Source: an optimization exercise on an open RTL-to-GDS flow (aim: small area). Production flows keep margins and buffers that such runs may drop. Only simulation tests tie the RTL to the original design; equivalence was not proved.

== rev 12 ==
==> flow/design.v (excerpt) <==
module sc_axi_slave # (
  parameter P_AD_W = 32,
  parameter P_DT_W = 32,
  parameter P_ID_W = 8
) (
  input S_AXI_ACLK,
  input S_AXI_ARESETN,
  input [P_ID_W-1:0] S_AXI_AWID,
  input [P_AD_W-1:0] S_AXI_AWADDR,
  input [7:0] S_AXI_AWLEN,
  input [2:0] S_AXI_AWSIZE,
  input [1:0] S_AXI_AWBURST,
  input S_AXI_AWLOCK,
  input [3:0] S_AXI_AWCACHE,
  input [2:0] S_AXI_AWPROT,
  input S_AXI_AWVALID,
  output reg S_AXI_AWREADY,
  input [P_DT_W-1:0] S_AXI_WDATA,
  input [P_DT_W/8-1:0] S_AXI_WSTRB,
  input S_AXI_WLAST,
  input S_AXI_WVALID,
  output reg S_AXI_WREADY,
  output reg [P_ID_W-1:0] S_AXI_BID,
  output [1:0] S_AXI_BRESP,
  output reg S_AXI_BVALID,
  input S_AXI_BREADY,
  input [P_ID_W-1:0] S_AXI_ARID,
  input [P_AD_W-1:0] S_AXI_ARADDR,
  input [7:0] S_AXI_ARLEN,
  input [2:0] S_AXI_ARSIZE,
  input [1:0] S_AXI_ARBURST,
  input S_AXI_ARLOCK,
  input [3:0] S_AXI_ARCACHE,
  input [2:0] S_AXI_ARPROT,
  input S_AXI_ARVALID,
  output reg S_AXI_ARREADY,
  output reg [P_ID_W-1:0] S_AXI_RID,
  output reg [P_DT_W-1:0] S_AXI_RDATA,
  output [1:0] S_AXI_RRESP,
  output reg S_AXI_RLAST,
  output reg S_AXI_RVALID,
  input S_AXI_RREADY,
  output reg REG_WEN,
  output reg [P_AD_W-1:0] REG_WADDR,
  output reg [P_DT_W/8-1:0] REG_WBTEN,
  output [P_DT_W-1:0] REG_WDATA,
  output reg REG_REN,
  output reg [P_AD_W-1:0] REG_RADDR,
  input [P_DT_W-1:0] REG_RDATA,
  input REG_WACCERR,
  input REG_RACCERR,
  input REG_RWAIT
);
Size: about 1100 cells after synthesis, ~310 flip-flops, about 360 I/O pins, roughly 14000 sq um of cells after synthesis.
clock: 5.0 ns
lec_check: 0
cap_margin: 20
core_margin: 2
core_utilization: 40
slew_margin: 20
run.sh (not shown) runs the stock make flow with config.mk's settings and CLKGATE_MAP_FILE= SYNTH_SCRIPT=/design/flow/synth_recipe.tcl, a recipe that flattens the netlist after the stock synthesis.
Edits applied to the flow inputs when going from rev 12 to rev 13:
--- a/flow/design.v
+++ b/flow/design.v
@@ -113,16 +113,17 @@
 endfunction
 reg [2:0] r_rstn_retim;
 reg r_rstn_pedge;
 wire w_axi_awen;
 wire w_axi_wen;
 wire w_axi_ben;
 reg [1:0] r_wch_status;
 reg r_aw_lat_wflg;
+reg r_aw_lat_vld0, r_aw_lat_vld1;   
 reg [P_ID_W-1:0] r_awid_lat0, r_awid_lat1;
 reg [P_AD_W-1:0] r_awaddr_lat0, r_awaddr_lat1;
 reg [2:0] r_awmode_lat0, r_awmode_lat1;
 reg [1:0] r_awsize_lat0, r_awsize_lat1;
 reg r_aw_lat_full;
 reg [P_DT_W-1:0] r_wdata_lat;
 reg [P_DT_W/8-1:0] r_wstrb_lat;
 reg r_aw_lat_rflg;
@@ -194,20 +195,22 @@
   if (!S_AXI_ARESETN) begin
     S_AXI_BVALID <= 0;
   end else if (w_bset) begin
     S_AXI_BVALID <= 1;
   end else if (S_AXI_BREADY) begin
     S_AXI_BVALID <= 0;
   end
 end
-wire [P_ID_W-1:0] w_lat_id   = r_aw_lat_rflg ? r_awid_lat1   : r_awid_lat0;
-wire [P_AD_W-1:0] w_lat_addr = r_aw_lat_rflg ? r_awaddr_lat1 : r_awaddr_lat0;
-wire [2:0]        w_lat_mode = r_aw_lat_rflg ? r_awmode_lat1 : r_awmode_lat0;
-wire [1:0]        w_lat_size = r_aw_lat_rflg ? r_awsize_lat1 : r_awsize_lat0;
+wire w_rd0 = ~r_aw_lat_rflg & r_aw_lat_vld0;
+wire w_rd1 =  r_aw_lat_rflg & r_aw_lat_vld1;
+wire [P_ID_W-1:0] w_lat_id   = ({P_ID_W{w_rd1}} & r_awid_lat1)   | ({P_ID_W{w_rd0}} & r_awid_lat0);
+wire [P_AD_W-1:0] w_lat_addr = ({P_AD_W{w_rd1}} & r_awaddr_lat1) | ({P_AD_W{w_rd0}} & r_awaddr_lat0);
+wire [2:0]        w_lat_mode = ({3{w_rd1}} & r_awmode_lat1) | ({3{w_rd0}} & r_awmode_lat0);
+wire [1:0]        w_lat_size = ({2{w_rd1}} & r_awsize_lat1) | ({2{w_rd0}} & r_awsize_lat0);
 wire [2:0] w_aw_mode = f_mode(S_AXI_AWBURST, S_AXI_AWLEN);
 wire [1:0] w_aw_size = f_size(S_AXI_AWSIZE);
 always @ (posedge S_AXI_ACLK) begin
   if (w_bset) begin
     r_bresp <= REG_WACCERR;
     if (r_wch_status >= 2'b10) begin
       if (r_wstate)
         S_AXI_BID <= r_wid;
@@ -218,26 +221,28 @@
     end
   end
 end
 wire w_lat_we = w_axi_awen & (r_wch_status >= 2'b10 |
                               (r_wch_status == 2'b01 & ~S_AXI_WVALID));
 always @ (posedge S_AXI_ACLK or negedge S_AXI_ARESETN) begin
   if (!S_AXI_ARESETN) begin
     r_aw_lat_wflg <= 0;
-    r_awid_lat0   <= 0;
-    r_awid_lat1   <= 0;
-    r_awaddr_lat0 <= 0;
-    r_awaddr_lat1 <= 0;
-    r_awmode_lat0 <= M_HOLD;
-    r_awmode_lat1 <= M_HOLD;
-    r_awsize_lat0 <= 0;
-    r_awsize_lat1 <= 0;
+    r_aw_lat_vld0 <= 0;
+    r_aw_lat_vld1 <= 0;
   end else if (w_lat_we) begin
     r_aw_lat_wflg <= ~r_aw_lat_wflg;
+    if (r_aw_lat_wflg)
+      r_aw_lat_vld1 <= 1;
+    else
+      r_aw_lat_vld0 <= 1;
+  end
+end
+always @ (posedge S_AXI_ACLK) begin
+  if (w_lat_we) begin
     if (r_aw_lat_wflg) begin
       r_awid_lat1   <= S_AXI_AWID;
       r_awaddr_lat1 <= S_AXI_AWADDR;
       r_awmode_lat1 <= w_aw_mode;
       r_awsize_lat1 <= w_aw_size;
     end else begin
       r_awid_lat0   <= S_AXI_AWID;
       r_awaddr_lat0 <= S_AXI_AWADDR;
--- outcome ---
- In the final design statistics, rev 13 uses fewer standard cells in total than rev 12.
- Compared with rev 12, rev 13 shows a number of flops mapped to enable cells by yosys that is 90 higher.
- Between rev 13 and rev 12, it is rev 13 whose non-clock buffer count is higher, by about 0.56%.
- The sum of routed wire segments on met1 of rev 13 exceeds that of rev 12 by 3.0%.
- Sort rev 12 and rev 13 by worst-case setup margin in the final layout asc -> top: rev 12
- Rev 13 against rev 12: non-clock inverter instance count of the final layout climbed about 8%; cell depth of the worst setup path climbed 8.

-- re-timing with driven ports --
The results above use ideal ports. As a check the final layouts listed here were re-extracted and re-timed, cells and wires unchanged. Step 1: set_driving_cell puts a clkbuf_16 on S_AXI_ACLK and a buf_2 on each other input, an assumption about the parent block. Step 2 moves the port delays by t, midway between the first and last clock arrival at a register: inputs arrive t later, outputs are due t later. That takes back most of the time a late clock gives input paths. a / b / c = no drivers / after step 1 / after step 2; a / b = the first two.
run | t, ns | setup slack, ns | worst hold slack (ns) | latest minus earliest clock arrival (ns) | cell pins on the clock port's net
rev 12 | 0.550 | 1.797 / 1.748 / 1.475 | 0.355 / 0.355 / 0.355 | 0.016 / 0.017 | 1
rev 13 | 0.552 | 1.948 / 1.948 / 1.396 | 0.346 / 0.346 / 0.346 | 0.016 / 0.016 | 1
After both steps setup and hold are still met in every run listed. For rev 13, which loses most, drivers alone change the setup slack by 0.000 ns; drivers and shift together by -0.552 ns.
